This design comes from an exercise in tuning for a short achievable clock period and few clock cycles on the open sky130 flow, not from production work.
In this exercise RTL edits were held to simulation tests only and were not proved equivalent to the original.
Power and IR drop assume default switching activity.

### design/flow/run.sh
#!/bin/bash
# synth_recipe.tcl (not shown) runs the flow's synth.tcl, then flattens the netlist and writes it again
# the make line also repeats each setting of config.mk as NAME=value (left out here)
make -C /OpenROAD-flow-scripts/flow DESIGN_CONFIG=/design/flow/config.mk WORK_HOME=/design/flow/orfs CLKGATE_MAP_FILE= SYNTH_SCRIPT=/design/flow/synth_recipe.tcl finish
### design/flow/config.mk
export PLATFORM = sky130hd
export DESIGN_NAME = arm_core
export DESIGN_NICKNAME = arm_core
export VERILOG_FILES = /design/flow/design.v
export SDC_FILE = /design/flow/constraint.sdc
export NUM_CORES = 4
export LEC_CHECK = 0
export CAP_MARGIN = 20
export CORE_MARGIN = 2
export CORE_UTILIZATION = 40
export SETUP_SLACK_MARGIN = 1.0
export SLEW_MARGIN = 20
### design/flow/constraint.sdc
create_clock -name core_clock -period 22.0 [get_ports {clk}]
set_input_delay 4.4000 -clock core_clock [delete_from_list [all_inputs] [get_ports {clk}]]
set_output_delay 4.4000 -clock core_clock [all_outputs]
set_load 0.01 [all_outputs]
### design/flow/design.v
module ALU (
    input[31:0] input1, input2,
    input carry_in,
    input[3:0] command,
    output reg[31:0] out,
    output reg carry_out, V,
	output N, Z
);
    always @ (input1, input2, carry_in, command) begin
        out = 32'b0;
        carry_out = 1'b0;
        case (command) 
            4'b0001: out = input2;
            4'b1001: out = ~input2;
            4'b0010: {carry_out, out} = input1 + input2;
            4'b0011: {carry_out, out} = input1 + input2 + carry_in;
            4'b0100: {carry_out, out} = input1 - input2;
            4'b0101: {carry_out, out} = input1 - input2 - 1 + carry_in;  
            4'b0110: out = input1 & input2;
            4'b0111: out = input1 | input2;
            4'b1000: out = input1 ^ input2;
            default: {carry_out, out} = 33'b0;
        endcase
    end
    assign N = out[31];
    assign Z = (out == 32'b0);
    always @(command, input1, input2, N) begin
        V = 1'b0;
        case (command)
            4'b0010: V = (input1[31] & input2[31] & (~N)) || ( (~input1[31]) & (~input2[31]) & N);
            4'b0011: V = (input1[31] & input2[31] & (~N)) || ( (~input1[31]) & (~input2[31]) & N);
            4'b0100: V = (input1[31] & (~input2[31]) & (~N)) || ( (~input1[31]) & input2[31] & N);
            4'b0101: V = (input1[31] & (~input2[31]) & (~N)) || ( (~input1[31]) & input2[31] & N);
            default: V = 1'b0;
        endcase
    end
endmodule
module ConditionCheck (
    input [3:0] cond,
    input [3:0] SR,    
    output reg condition_check_result
  );
  always @ (cond, SR)
  case (cond)
    4'b0000:
      condition_check_result = SR[2];
    4'b0001:
      condition_check_result = !SR[2];
    4'b0010:
      condition_check_result = SR[1];
    4'b0011:
      condition_check_result = !SR[1];
    4'b0100:
      condition_check_result = SR[3];
    4'b0101:
      condition_check_result = !SR[3];
    4'b0110:
      condition_check_result = SR[0];
    4'b0111:
      condition_check_result = !SR[0];
    4'b1000:
      condition_check_result = SR[1] && !SR[2];
    4'b1001:
      condition_check_result = !SR[1] || SR[2];
    4'b1010:
      condition_check_result = SR[3] == SR[0];
    4'b1011:
      condition_check_result = SR[3] != SR[0];
    4'b1100:
      condition_check_result = !SR[2] && (SR[3] == SR[0]);
    4'b1101:
      condition_check_result = SR[2] && (SR[3] != SR[0]);
    4'b1110:
      condition_check_result = 1'b1;
    4'b1111:
      condition_check_result = 1'b0;
  endcase
endmodule
module ControlUnit (
    input [3:0] opcode,
    input [1:0] mode,
    input S_IN,
    output reg [3:0] EXE_CMD,
    output reg writeBackEn, MEM_R_en, MEM_W_en, b, S
  );
  always @(mode, opcode, S_IN)
  begin
    {EXE_CMD, writeBackEn, MEM_R_en, MEM_W_en, b, S} = 9'b0;
    case(mode)
      2'b00:
      begin
        S = S_IN;
        case(opcode)
          4'b1101:
          begin
            EXE_CMD = 4'b0001;
            writeBackEn = 1'b1;
          end
          4'b1111:
          begin
            EXE_CMD = 4'b1001;
            writeBackEn = 1'b1;
          end
          4'b0100:
          begin
            EXE_CMD = 4'b0010;
            writeBackEn = 1'b1;
          end
          4'b0101:
          begin
            EXE_CMD = 4'b0011;
            writeBackEn = 1'b1;
          end
          4'b0010:
          begin
            EXE_CMD = 4'b0100;
            writeBackEn = 1'b1;
          end
          4'b0110:
          begin
            EXE_CMD = 4'b0101;
            writeBackEn = 1'b1;
          end
          4'b0000:
          begin
            EXE_CMD = 4'b0110;
            writeBackEn = 1'b1;
          end
          4'b1100:
          begin
            EXE_CMD = 4'b0111;
            writeBackEn = 1'b1;
          end
          4'b0001:
          begin
            EXE_CMD = 4'b1000;
            writeBackEn = 1'b1;
          end
          4'b1010:
          begin
            EXE_CMD = 4'b0100;
          end
          4'b1000:
          begin
            EXE_CMD = 4'b0110;
          end
          default:
            EXE_CMD = 4'b0000;
        endcase
      end
      2'b01:
      begin
        EXE_CMD = 4'b0010;
        MEM_R_en = S_IN;
        MEM_W_en = !S_IN;
        writeBackEn = S_IN;
      end
      2'b10:
      begin
        b = 1'b1;
      end
      default:;
    endcase
  end
endmodule
module EXE_Reg (
    input clk, rst, freeze, WB_en_in, MEM_R_en_in, MEM_W_en_in, 
    input[31:0] ALU_result_in, ST_val_in,
    input[3:0] Dest_in, 
    output reg WB_en, MEM_R_en, MEM_W_en,
    output reg[31:0] address, data, 
    output reg[3:0] Dest
);
    always @(posedge clk, posedge rst) begin
        if (rst) begin
            address <= 32'b0; 
            data <= 32'b0;
            Dest <= 4'b0;
            WB_en <= 1'b0; 
            MEM_R_en <= 1'b0; 
            MEM_W_en <= 1'b0;
        end else if (~freeze) begin
            address <= ALU_result_in; 
            data <= ST_val_in;
            Dest <= Dest_in;
            WB_en <= WB_en_in; 
            MEM_R_en <= MEM_R_en_in; 
            MEM_W_en <= MEM_W_en_in;            
        end
    end
endmodule
module EXE_Stage (
    input clk, rst,
    input[3:0] EXE_CMD,
    input MEM_R_en, MEM_W_en,
    input[31:0] PC_ID_Stage_Reg,
    input[31:0] Val_Rm_in, Val_Rn, ALU_res_f, WB_val_f,
    input imm,
    input[11:0] Shift_operand,
    input[23:0] Signed_imm_24,
    input[3:0] status_IN,
    input [1:0] sel_src1, sel_src2,
    output[31:0] address, Branch_Address, Val_Rm_out,
    output[3:0] status
  );
  wire [31:0] ALU_src_1, Val2_src;
  wire[31:0] Signed_imm_32 = { {6{Signed_imm_24[23]}}, Signed_imm_24, 2'b00};
  wire mem = MEM_R_en || MEM_W_en;
  wire[31:0] Val2;
  assign ALU_src_1 = (sel_src1 == 2'b00) ? Val_Rn :
         (sel_src1 == 2'b01) ? ALU_res_f:
         (sel_src1 == 2'b10) ? WB_val_f:
         Val_Rn;
  assign Val2_src = (sel_src2 == 2'b00) ? Val_Rm_in :
         (sel_src2 == 2'b01) ? ALU_res_f:
         (sel_src2 == 2'b10) ? WB_val_f:
         Val_Rm_in;
  assign Val_Rm_out = Val2_src;
  num2 num2_(
                     .Shift_operand(Shift_operand),
                     .RM_value(Val2_src),
                     .imm(imm),
                     .mem(mem),
                     .Val2(Val2)
                   );
  ALU alu(
        .input1(ALU_src_1),
        .input2(Val2),
        .carry_in(status_IN[1]),
        .command(EXE_CMD),
        .out(address),
        .carry_out(status[1]),
        .V(status[0]),
        .Z(status[2]),
        .N(status[3])
      );
  Adder adder(
          .a(PC_ID_Stage_Reg),
          .b(Signed_imm_32),
          .res(Branch_Address)
        );
endmodule
module Forwarding_unit (input forward_en,
                        input [3:0] src1, 
                        input [3:0] src2,
                        input [3:0] WB_dest, 
                        input [3:0] MEM_dest,
                        input WB_WB_en, 
                        input MEM_WB_en,
                        output reg [1:0] sel_src1, 
                        output reg [1:0] sel_src2
                        );
  always @(forward_en, src1, src2, MEM_WB_en, MEM_dest, WB_WB_en, WB_dest)
  begin
    sel_src1 = 2'b00;
    if (forward_en)
    begin
      if (MEM_WB_en && (src1 == MEM_dest))
      begin
        sel_src1 = 2'b01;
      end
      else if (WB_WB_en && (src1 == WB_dest))
      begin
        sel_src1 = 2'b10;
      end
      else
      begin
        sel_src1 = 2'b00;
      end
    end
  end
  always @(forward_en, src1, src2, MEM_WB_en, MEM_dest, WB_WB_en, WB_dest)
  begin
    sel_src2 = 2'b00;
    if (forward_en)
    begin
      if (MEM_WB_en && (src2 == MEM_dest))
      begin
        sel_src2 = 2'b01;
      end
      else if (WB_WB_en && (src2 == WB_dest))
      begin
        sel_src2 = 2'b10;
      end
      else
      begin
        sel_src2 = 2'b00;
      end
    end
  end
endmodule
module HazardDetector (input [3:0] src1,
                         input [3:0] src2,
                         input [3:0] Exe_Dest,
                         input Exe_WB_EN,
                         input [3:0] Mem_Dest,
                         input Mem_WB_EN,
                         input Two_src,
                         input use_src1,
                         input forward_mode,
                         input Exe_Mem_R_EN,
                         output hazard_Detected
                        );
  assign hazard_Detected = !forward_mode && ((Exe_WB_EN && (use_src1 && src1 == Exe_Dest)) ||
         (Exe_WB_EN && (Two_src  && src2 == Exe_Dest)) ||
         (Mem_WB_EN && (use_src1 && src1 == Mem_Dest)) ||
         (Mem_WB_EN && (Two_src  && src2 == Mem_Dest))) || Exe_Mem_R_EN && (src1 == Exe_Dest || src2 == Exe_Dest);
endmodule
module ID_Stage (
    input clk, rst,
    input hazard, WB_WB_EN,
    input [3:0] Dest_wb, SR,
    input [31:0] Ins, dest_wb,
    output writeBackEn, MEM_R_en, MEM_W_en, b, S, Two_src, imm, use_src1,
    output [3:0] EXE_CMD, Dest, src1, src2,
    output [11:0] Shift_operand,
    output [23:0] Signed_imm_24,
    output [31:0] Val_Rn, Val_Rm
  );
  wire stop, WB_EN_CU, MEM_R_EN_CU, MEM_W_EN_CU, B_CU, S_CU;
  wire [3:0] EXE_CMD_CU;
  wire [3:0] cond = Ins[31:28];
  wire [1:0] mode = Ins[27:26];
  wire I = Ins[25];
  wire [3:0] opcode = Ins[24:21];
  wire S_in = Ins[20];
  wire [3:0] Rn = Ins[19:16];
  wire [3:0] Rd = Ins[15:12];
  wire [3:0] Rm = MEM_W_EN_CU ? Rd : Ins[3:0];
  assign Shift_operand = Ins[11:0];
  assign Signed_imm_24 = Ins[23:0];
  ConditionCheck CC (
                   .cond(cond),
                   .SR(SR),
                   .condition_check_result(Is_Valid)
                 );
  Register_File RF (
                 .clk(clk),
                 .rst(rst),
                 .src_1(Rn),
                 .src_2(Rm),
                 .WB_WB_EN(WB_WB_EN),
                 .Dest_wb(Dest_wb),
                 .dest_wb(dest_wb),
                 .Val_Rn(Val_Rn),
                 .Val_Rm(Val_Rm)
               );
  ControlUnit CU (
                .opcode(opcode),
                .mode(mode),
                .S_IN(S_in),
                .EXE_CMD(EXE_CMD_CU),
                .writeBackEn(WB_EN_CU),
                .MEM_R_en(MEM_R_EN_CU),
                .MEM_W_en(MEM_W_EN_CU),
                .b(B_CU),
                .S(S_CU)
              );
  assign imm = I;
  assign Dest = Rd;
  assign stop = hazard || !Is_Valid;
  assign {EXE_CMD, writeBackEn, MEM_R_en, MEM_W_en, b, S} = stop ? 9'b0 : {EXE_CMD_CU, WB_EN_CU, MEM_R_EN_CU, MEM_W_EN_CU, B_CU, S_CU};
  assign Two_src = MEM_W_EN_CU || (!I && mode == 2'b00);
  assign use_src1 = opcode != 4'b1101 && opcode != 4'b1111 && mode != 2'b10;
  assign src1 = Rn;
  assign src2 = Rm;
endmodule
module ID_Stage_Reg (
    input clk, rst, freeze, flush,
    input WB_en_in, MEM_R_en_in, MEM_W_en_in, B_IN, S_IN, imm_IN,
    input [3:0] EXE_CMD_IN, Dest_in, Status_R_in,
    input [11:0] shift_operand_IN,
    input [23:0] signed_imm_24_IN,
    input [31:0] PC_IF_stage_Reg, Val_Rn_IN, Val_Rm_IN,
    input [3:0] src1_in, src2_in,
    output reg WB_en, MEM_R_en, MEM_W_EN, B, S, imm,
    output reg [3:0] EXE_CMD, Dest, Status_R_out,
    output reg [11:0] Shift_operand,
    output reg [23:0] Signed_imm_24,
    output reg [31:0] PC_out, Val_Rn, Val_Rm,
    output reg [3:0] src1_out, src2_out
  );
  always @(posedge clk, posedge rst)
  begin
    if (rst)
    begin
      PC_out <= 0;
      {WB_en, MEM_R_en, MEM_W_EN, B, S, EXE_CMD, Val_Rn, Val_Rm, imm, Shift_operand, Signed_imm_24, Dest, Status_R_out, src1_out, src2_out} <= 126'b0;
    end
    else if (freeze)
    begin
      PC_out <= PC_out;
      {WB_en, MEM_R_en, MEM_W_EN, B, S, EXE_CMD, Val_Rn, Val_Rm, imm, Shift_operand, Signed_imm_24, Dest, Status_R_out, src1_out, src1_out} <=
      {WB_en, MEM_R_en, MEM_W_EN, B, S, EXE_CMD, Val_Rn, Val_Rm, imm, Shift_operand, Signed_imm_24, Dest, Status_R_out, src1_out, src2_out};
    end
    else if (flush)
    begin
      PC_out <= 0;
      {WB_en, MEM_R_en, MEM_W_EN, B, S, EXE_CMD, Val_Rn, Val_Rm, imm, Shift_operand, Signed_imm_24, Dest, Status_R_out, src1_out, src2_out} <= 126'b0;
    end
    else
    begin
      PC_out <= PC_IF_stage_Reg;
      {WB_en, MEM_R_en, MEM_W_EN, B, S, EXE_CMD, Val_Rn, Val_Rm, imm, Shift_operand, Signed_imm_24, Dest, Status_R_out, src1_out, src2_out} <=
      {WB_en_in, MEM_R_en_in, MEM_W_en_in, B_IN, S_IN, EXE_CMD_IN, Val_Rn_IN, Val_Rm_IN, imm_IN, shift_operand_IN, signed_imm_24_IN, Dest_in, Status_R_in, src1_in, src2_in};
    end
  end
endmodule
module IF_Stage (
    input clk, rst, freeze, Branch_taken,
    input [31:0] Branch_Address,
    input  [31:0] Ins_in,
    output [31:0] PC_ID_Stage_Reg, Ins, PC_out
  );
  wire [31:0] PC_reg_in;
  reg  [31:0] PC_reg_out;
  Mux mux (
        PC_ID_Stage_Reg,
        Branch_Address,
        Branch_taken,
        PC_reg_in
      );
  Adder pcAdder (
          PC_reg_out,
          4,
          PC_ID_Stage_Reg
        );
  assign PC_out = PC_reg_out;
  assign Ins = Ins_in;
  always @(posedge clk, posedge rst)
  begin
    if (rst)
      PC_reg_out <= 0;
    else if (~freeze)
      PC_reg_out <= PC_reg_in;
  end
endmodule
module IF_stage_Reg (
    input clk, rst, freeze, flush,
    input [31:0] PC_IF_stage_Reg, Instruction_in,
    output reg [31:0] PC_out, Ins
  );
  always @(posedge clk, posedge rst)
  begin
    if (rst)
    begin
      PC_out <= 0;
      Ins <= 0;
    end
    else if (flush)
    begin
      PC_out <= 0;
      Ins <= 0;
    end
    else if (~freeze)
    begin
      PC_out <= PC_IF_stage_Reg;
      Ins <= Instruction_in;
    end
  end
endmodule
module MEM_Reg (
    input clk, rst, freeze, WB_en_in, MEM_R_en_in,
    input[31:0] ALU_result_in, Mem_read_value_in,
    input[3:0] Dest_in, 
    output reg WB_en, MEM_R_en, 
    output reg[31:0] address, MEM_result,
    output reg[3:0] Dest
);
    always @(posedge clk, posedge rst) begin
        if (rst) begin
            Dest <= 0;
            WB_en <= 0;
            MEM_R_en <= 0;
            address <= 0;
            MEM_result <= 0;
        end else if(~freeze) begin
            WB_en <= WB_en_in;
            MEM_R_en <= MEM_R_en_in;
            Dest <= Dest_in;
            address <= ALU_result_in;
            MEM_result <= Mem_read_value_in;
        end
    end
endmodule
module Mux (
    input [31:0] a, b,
    input sel,
    output [31:0] c
  );
  assign c = (sel ? b : a);
endmodule
module Adder (
    input  [31:0] a, b,
    output [31:0] res
  );
  assign res = a + b;
endmodule
module Register_File (
    input clk, rst,
    input [3:0] Dest_wb, src_1, src_2,
    input [31:0] dest_wb,
    input WB_WB_EN,
    output [31:0] Val_Rn, Val_Rm
  );
  reg [31:0] RegFile [0:14];
  integer i;
  assign Val_Rn = RegFile[src_1];
  assign Val_Rm = RegFile[src_2];
  always @(negedge clk, posedge rst)
  begin
    if (rst)
      for (i = 0; i < 15 ; i = i + 1 )
        RegFile[i] <= i;
    else if (WB_WB_EN)
      RegFile[Dest_wb] <= dest_wb;
  end
endmodule
module Status_Register (
    input clk, rst,
    input [3:0] status_in,
    input S,
    output reg [3:0] status_out
  );
  always @(negedge clk, posedge rst)
  begin
    if (rst)
      status_out <= 0;
    else if (S)
      status_out <= status_in;
  end
endmodule
module WB_Stage (
    input clk, rst, MEM_R_en,
    input[31:0] address, MEM_result,
    output[31:0] WB_value
);
    Mux mux(
        .a(address),
        .b(MEM_result),
        .sel(MEM_R_en),
        .c(WB_value)
    );
endmodule
module num2 (
    input[11:0] Shift_operand,
    input[31:0] RM_value,
    input imm, mem,
    output reg[31:0] Val2
);
    wire[7:0] immed_8 = Shift_operand[7:0];
    wire[3:0] rotate_imm = Shift_operand[11:8];
    wire[4:0] shift_imm = Shift_operand[11:7];
    wire[1:0] shift = Shift_operand[6:5];
    reg[63:0] temp_64;
    always @ (*) begin
        temp_64 = 64'b0;
        Val2 = 32'b0;
        if (mem)
            Val2 = { {20{Shift_operand[11]}}, Shift_operand };
        else if (imm) begin
            temp_64[39:32] = immed_8;
            temp_64 = temp_64 >> (2*rotate_imm);
            Val2 = temp_64[31:0] | temp_64[63:32];
        end else begin
            temp_64[63:32] = RM_value;
            if (shift == 2'b11) begin
                temp_64[63:32] = RM_value;
                temp_64 = temp_64 >> shift_imm;
                Val2 = temp_64[31:0] | temp_64[63:32];
            end else if (shift == 2'b01) 
                Val2 = RM_value >> shift_imm;
			else if (shift == 2'b10) 
                Val2 = RM_value >>> shift_imm;
            else 
                Val2 = RM_value << shift_imm; 
        end
    end
endmodule
module arm_core (
    input clk,
    input rst,
    output [31:0] imem_addr,
    input  [31:0] imem_data,
    output [31:0] dmem_addr,
    output [31:0] dmem_wdata,
    output        dmem_we,
    input  [31:0] dmem_rdata
  );
  wire branch_taken;
  wire [31:0] branchAddr, PC_IF, inst_IF;
  wire wb_en_ID, mem_r_en_ID, mem_w_en_ID, b_ID, s_ID, imm_ID, hazard;
  wire[3:0] exe_cmd_ID, dest_ID;
  wire[31:0] val_rn_ID, val_rm_ID, PC_ID, inst_ID;
  wire[11:0] shift_operand_ID;
  wire[23:0] signed_imm_24_ID;
  wire two_src, use_src1;
  wire wb_en_EXE, mem_r_en_EXE, mem_w_en_EXE, s_EXE, imm_EXE;
  wire[3:0] exe_cmd_EXE, dest_EXE, src1_ID, src2_ID, src1_EXE, src2_EXE;
  wire[31:0] val_rn_EXE, val_rm_EXE, PC_EXE, ALU_res_EXE, val_rm_EXE_out;
  wire[11:0] shift_operand_EXE;
  wire[23:0] signed_imm_24_EXE;
  wire wb_en_MEM, mem_r_en_MEM, mem_w_en_MEM;
  wire[31:0] ALU_res_MEM, val_rm_MEM, mem_out_MEM;
  wire[3:0] Dest_MEM;
  wire[31:0] WB_value;
  wire[3:0] WB_Dest;
  wire WB_EN_WB, MEM_R_EN_WB;
  wire[31:0] ALU_res_WB, mem_out_WB;
  wire[3:0] status_EXE_in, status_EXE_out, status_ID;
  wire [1:0] sel_src1, sel_src2;
  assign dmem_addr  = ALU_res_MEM;
  assign dmem_wdata = val_rm_MEM;
  assign dmem_we    = mem_w_en_MEM;
  assign mem_out_MEM = dmem_rdata;
  Status_Register status_register (
                   .clk(clk),
                   .rst(rst),
                   .status_in(status_EXE_out),
                   .S(s_EXE),
                   .status_out(status_ID)
                 );
  IF_Stage if_stage (
             .clk(clk),
             .rst(rst),
             .freeze(hazard),
             .Branch_taken(branch_taken),
             .Branch_Address(branchAddr),
             .Ins_in(imem_data),
             .PC_ID_Stage_Reg(PC_IF),
             .Ins(inst_IF),
             .PC_out(imem_addr)
           );
  IF_stage_Reg if_reg (
           .clk(clk),
           .rst(rst),
           .freeze(hazard),
           .flush(branch_taken),
           .PC_IF_stage_Reg(PC_IF),
           .Instruction_in(inst_IF),
           .PC_out(PC_ID),
           .Ins(inst_ID)
         );
  ID_Stage id_stage (
             .clk(clk),
             .rst(rst),
             .hazard(hazard),
             .WB_WB_EN(WB_EN_WB),
             .Dest_wb(WB_Dest),
             .dest_wb(WB_value),
             .SR(status_ID),
             .Ins(inst_ID),
             .writeBackEn(wb_en_ID),
             .MEM_R_en(mem_r_en_ID),
             .MEM_W_en(mem_w_en_ID),
             .b(b_ID),
             .S(s_ID),
             .Two_src(two_src),
             .use_src1(use_src1),
             .imm(imm_ID),
             .EXE_CMD(exe_cmd_ID),
             .Dest(dest_ID),
             .Shift_operand(shift_operand_ID),
             .Signed_imm_24(signed_imm_24_ID),
             .Val_Rn(val_rn_ID),
             .Val_Rm(val_rm_ID),
             .src1(src1_ID),
             .src2(src2_ID)
           );
  ID_Stage_Reg id_reg (
           .clk(clk),
           .rst(rst),
           .freeze(1'b0),
           .flush(branch_taken),
           .WB_en_in(wb_en_ID),
           .MEM_R_en_in(mem_r_en_ID),
           .MEM_W_en_in(mem_w_en_ID),
           .B_IN(b_ID),
           .S_IN(s_ID),
           .EXE_CMD_IN(exe_cmd_ID),
           .PC_IF_stage_Reg(PC_ID),
           .Val_Rn_IN(val_rn_ID),
           .Val_Rm_IN(val_rm_ID),
           .imm_IN(imm_ID),
           .shift_operand_IN(shift_operand_ID),
           .signed_imm_24_IN(signed_imm_24_ID),
           .Dest_in(dest_ID),
           .Status_R_in(status_ID),
           .src1_in(src1_ID),
           .src2_in(src2_ID),
           .WB_en(wb_en_EXE),
           .MEM_R_en(mem_r_en_EXE),
           .MEM_W_EN(mem_w_en_EXE),
           .B(branch_taken),
           .S(s_EXE),
           .EXE_CMD(exe_cmd_EXE),
           .PC_out(PC_EXE),
           .Val_Rn(val_rn_EXE),
           .Val_Rm(val_rm_EXE),
           .imm(imm_EXE),
           .Shift_operand(shift_operand_EXE),
           .Signed_imm_24(signed_imm_24_EXE),
           .Dest(dest_EXE),
           .Status_R_out(status_EXE_in),
           .src1_out(src1_EXE),
           .src2_out(src2_EXE)
         );
  EXE_Stage exe_stage(
              .clk(clk),
              .rst(rst),
              .EXE_CMD(exe_cmd_EXE),
              .MEM_R_en(mem_r_en_EXE),
              .MEM_W_en(mem_w_en_EXE),
              .PC_ID_Stage_Reg(PC_EXE),
              .Val_Rm_in(val_rm_EXE),
              .Val_Rn(val_rn_EXE),
              .ALU_res_f(ALU_res_MEM),
              .WB_val_f(WB_value),
              .imm(imm_EXE),
              .Shift_operand(shift_operand_EXE),
              .Signed_imm_24(signed_imm_24_EXE),
              .status_IN(status_EXE_in),
              .sel_src1(sel_src1),
              .sel_src2(sel_src2),
              .address(ALU_res_EXE),
              .Branch_Address(branchAddr),
              .Val_Rm_out(val_rm_EXE_out),
              .status(status_EXE_out)
            );
  EXE_Reg exe_reg(
            .clk(clk),
            .rst(rst),
            .freeze(1'b0),
            .WB_en_in(wb_en_EXE),
            .MEM_R_en_in(mem_r_en_EXE),
            .MEM_W_en_in(mem_w_en_EXE),
            .ALU_result_in(ALU_res_EXE),
            .ST_val_in(val_rm_EXE_out),
            .Dest_in(dest_EXE),
            .WB_en(wb_en_MEM),
            .MEM_W_en(mem_w_en_MEM),
            .MEM_R_en(mem_r_en_MEM),
            .address(ALU_res_MEM),
            .data(val_rm_MEM),
            .Dest(Dest_MEM)
          );
  MEM_Reg mem_reg(
            .clk(clk),
            .rst(rst),
            .freeze(1'b0),
            .WB_en_in(wb_en_MEM),
            .MEM_R_en_in(mem_r_en_MEM),
            .ALU_result_in(ALU_res_MEM),
            .Mem_read_value_in(mem_out_MEM),
            .Dest_in(Dest_MEM),
            .WB_en(WB_EN_WB),
            .MEM_R_en(MEM_R_EN_WB),
            .address(ALU_res_WB),
            .MEM_result(mem_out_WB),
            .Dest(WB_Dest)
          );
  WB_Stage wb_stage(
             .clk(clk),
             .rst(rst),
             .MEM_R_en(MEM_R_EN_WB),
             .address(ALU_res_WB),
             .MEM_result(mem_out_WB),
             .WB_value(WB_value)
           );
  HazardDetector hazard_unit(
                   .src1(src1_ID),
                   .src2(src2_ID),
                   .Exe_Dest(dest_EXE),
                   .Exe_WB_EN(wb_en_EXE),
                   .Mem_Dest(Dest_MEM),
                   .Mem_WB_EN(wb_en_MEM),
                   .Two_src(two_src),
                   .use_src1(use_src1),
                   .forward_mode(1'b1),
                   .Exe_Mem_R_EN(mem_r_en_EXE),
                   .hazard_Detected(hazard)
                 );
  Forwarding_unit FU (
                   .forward_en(1'b1),
                   .src1(src1_EXE),
                   .src2(src2_EXE),
                   .MEM_WB_en(wb_en_MEM),
                   .MEM_dest(Dest_MEM),
                   .WB_WB_en(WB_EN_WB),
                   .WB_dest(WB_Dest),
                   .sel_src1(sel_src1),
                   .sel_src2(sel_src2)
                 );
endmodule
==> run notes <==
-- placed cells by master, fill, tap and decap left out, drive strengths merged, types with 26 or more instances in the layout --
| cell type | Yosys | final |
|---|---|---|
| o311ai | 45 | 45 |
| nand3 | 182 | 182 |
| a222oi | 66 | 66 |
| and2 | 27 | 28 |
| a211oi | 73 | 73 |
| dfrtp | 372 | 372 |
| clkdlybuf4s50 | 0 | 162 |
| mux4 | 33 | 33 |
| xor2 | 66 | 66 |
| mux2i | 96 | 96 |
| clkinv | 3 | 31 |
| o21ai | 427 | 427 |
| dfrtn | 456 | 456 |
| ha | 136 | 136 |
| a31oi | 38 | 38 |
| a21o | 35 | 35 |
| nand2b | 33 | 33 |
| o221a | 70 | 70 |
| nand4 | 103 | 103 |
| or2 | 26 | 26 |
| nor2 | 615 | 615 |
| o31ai | 32 | 32 |
| o211ai | 32 | 32 |
| nor2b | 75 | 75 |
| and3 | 68 | 68 |
| nor3 | 79 | 79 |
| buf | 66 | 208 |
| o22ai | 76 | 76 |
| dfstp | 28 | 28 |
| a221oi | 42 | 42 |
| nor4 | 37 | 37 |
| nand2 | 582 | 582 |
| inv | 148 | 180 |
| xnor2 | 113 | 113 |
| clkbuf | 446 | 131 |
| a21oi | 602 | 602 |
| a22oi | 362 | 362 |
-- per-stage QoR --
stage	worst slack, ns	hold WS [ns]	instance area [µm²]	setup TNS [ns]
after CTS	1.16	0.368	59700	0
after global routing	1.00	0.377	59800	0
after global placement	0.525	0.361	56400	0
after detailed placement	1.16	0.352	56400	0
after floorplan	-4.81	0.331	52500	-2245.16
final	1.23	0.359	59800	0
-- layout make-up --
class                   count  area share [%]
diodes                      2         0.00837
repair buffers            370            5.45
inverters                 150           0.962
multi-input cells        4533            48.5
well taps                1742            3.64
clock buffers             131            4.59
clock inverters            74           0.941
flip-flops and latches    856            35.9
-- how the worst max path moves through the flow --
stage | from | endpoint | slack [ns] | depth (start not counted)
CTS | mem_reg.MEM_R_en | status_register.status_out[2] | 1.16 | 31
global route | mem_reg.Dest[0] | status_register.status_out[2] | 1.00 | 32
detailed placement | mem_reg.MEM_R_en | status_register.status_out[2] | 1.16 | 26
finish | exe_reg.Dest[0] | status_register.status_out[2] | 1.23 | 26
floorplan | rst | id_stage.RF.RegFile[0][0] | -4.81 | 1
global placement | mem_reg.MEM_R_en | status_register.status_out[2] | 0.53 | 31
-- worst max-delay path, delay by kind of cell, from the launching register on --
| kind | cells | cell delay [ns] |
|---|---|---|
| simple gates | 8 | 2.46 |
| xor+xnor | 2 | 0.33 |
| fa+ha+maj | 1 | 0.36 |
| mux | 1 | 0.32 |
| buf+inv | 2 | 0.75 |
| flops | 1 | 0.41 |
| compound gates | 12 | 5.09 |
-- registers in the layout, indices dropped and copies added (netlist names), 4 cells and up --
| name | cells |
|---|---|
| id_stage.RF.RegFile | 480 |
| exe_reg.address | 32 |
| exe_reg.data | 32 |
| id_reg.PC_out | 32 |
| id_reg.Val_Rm | 32 |
| id_reg.Val_Rn | 32 |
| if_reg.Ins | 32 |
| if_reg.PC_out | 32 |
| if_stage.PC_reg_out | 32 |
| mem_reg.MEM_result | 32 |
| mem_reg.address | 32 |
| id_reg.Signed_imm_24 | 24 |
| exe_reg.Dest | 4 |
| id_reg.EXE_CMD | 4 |
| id_reg.src2_out | 4 |
| mem_reg.Dest | 4 |
| status_register.status_out | 4 |
-- logic make-up after synthesis --
kind of cell    count (synthesis)  share of synthesized area (%)
fa+ha+maj                     139                           3.36
mux                           146                           3.61
xor+xnor                      179                           2.99
flops                         856                           40.9
buf+inv                       663                           4.86
compound gates               2142                           27.3
simple gates                 1926                           17.0
-- report_power, final --
| part | total (W) | switching (W) | internal, W |
|---|---|---|---|
| combinational | 0.00620 | 0.00407 | 0.00213 |
| sequential | 0.00284 | 0.000632 | 0.00221 |
| clock | 0.00166 | 0.000725 | 0.000936 |
| total | 0.0107 | 0.00543 | 0.00527 |
-- metal layers --
metal	track usage (%)	part of all wire, %
met3	8.70	11
met5	0	0.0080
met2	54.0	43
met1	46.4	38
met4	25.0	8.3
-- repair_timing --
action / CTS / global route
setup buffers: 0 / 1
resized for setup: 0 / 19
endpoints found under the setup margin: 0 / 3
==> summary.txt <==
Run status
  • Status: finished clean

Detailed routing
  • Initial detailed-routing violation count: 7183
  • Drt total wl: 251000 µm
  • WL/cell: 32.0 µm
  • Via count: 52.6k
  • Drt via density: 6.69
  • DRT antenna net count: 0
  • Drt first pass iters: 8
  • Drt drc: 0

Power
  • Pwr/cell area: 179 nW/µm²
  • Total power: 0.0107 W
  • VDD IR max: 74.9 µV
  • Leakage: 24.9 nW

Synthesis
  • Commonest cells post-synth: 615 x nor2_1, 602 x a21oi_1, 582 x nand2_1
  • Yosys warns: 14
  • FFs w/ async S/R, synth: 100%
  • Post-synthesis sequential area ratio: 40.9%
  • Synthesized area: 52500 µm²
  • Yosys cell types: 106
  • Top cells by area, synth: dfrtn_1 22%, dfrtp_1 18%, a21oi_1 5.7%, a22oi_1 5.2%, nor2_1 4.4%
  • Synth Flop Type: dfrtn_1
  • Cells after synthesis: 6051
  • Synth top area share: 21.7%
  • EDFF count, synth: 0
  • Dominant cell type by area after synthesis: dfrtn_1
  • Mapped Avg Cell Area: 8.67 µm²
  • Most common cell in the netlist: nor2_1
  • Synth Register Bits: 856
  • Post-synthesis net count: 6256

STA
  • Worst Clk Skew: 0.0879 ns
  • RSZ-0062 raised after global routing: false
  • Hold Vio Cnt, Final: 0
  • Final setup viols: 0
  • Relative slew margins: 17.2%
  • Pins Over Slew Limit: 0
  • Slew @ Worst Pin: 1.24 ns

Worst hold path
  • HP Start: id_reg.WB_en
  • Hold Path Depth: 0
  • Min-Delay Endpoint: exe_reg.WB_en
  • Worst min path class: reg2reg

Clock network
  • Clock sinks: 856
  • Clock Path Buffers: 3
  • H-tree Lvls: 3
  • CTS tree: yes
  • Clk pin slew, worst setup/hold paths: 0.06 ns
  • CTS root buffer: clkbuf_16
  • Inserted Clock Buffers: 94
  • Clock Latency Late Sink: 0.73 ns
  • CTS Hold Bufs: 0

Place
  • Post-Place Cells: 7649
  • PortBufs: 162
  • Post-DP HPWL: 167000 µm
  • GPL Wtd Cong: 1.10

Finish
  • Multi-input gate area: 29000 µm²
  • Synth-to-Final Area Change: 14.0%
  • Share of cells above drive strength 1: 11.2%
  • Core Util, Final: 46.1%
  • Final nets: 6238
  • Filler cells: 12.7k
  • Post-Layout Cell Count: 7858
  • FF+latch area: 21500 µm²

Die
  • Top Ports: 163
  • Die Area: 134000 µm²
  • Die H: 366 µm
  • # rows: 132
  • Core Box Area: 130000 µm²
  • X dimension of the die: 366 µm
  • Initial Util: 40.4%

Worst setup path
  • Reg-to-reg slack, setup: 1.23 ns
  • CP required: 11.66 ns
  • Slowest-stage cell, CP: a222oi_1
  • Critical path peak fanout: 23
  • Crit Path Category: reg2reg
  • CP max stage delay: 1.12 ns
  • Cell mode on critical path: a21oi_1
  • Crit. End Element: flip-flop
  • R2R depth: 26
  • Type of origin of the critical path: flip-flop
  • RR Startpoint: exe_reg.Dest[0]
  • Crit path DAT: 10.43 ns
  • Reg2reg end: status_register.status_out[2]

Global routing
  • Largest net degree at the start of global routing: 178
  • Initial antenna violation count: 11
  • Total global-route track usage: 36.2%
  • Vias in the first global route: 49.8k
  • First-pass GRT wire length: 359000 µm
  • Total grt overflow: 0

Run
  • Max-cap violation count: 0
Testbench counts, summed over its fixed seeds: cycles 62,451.
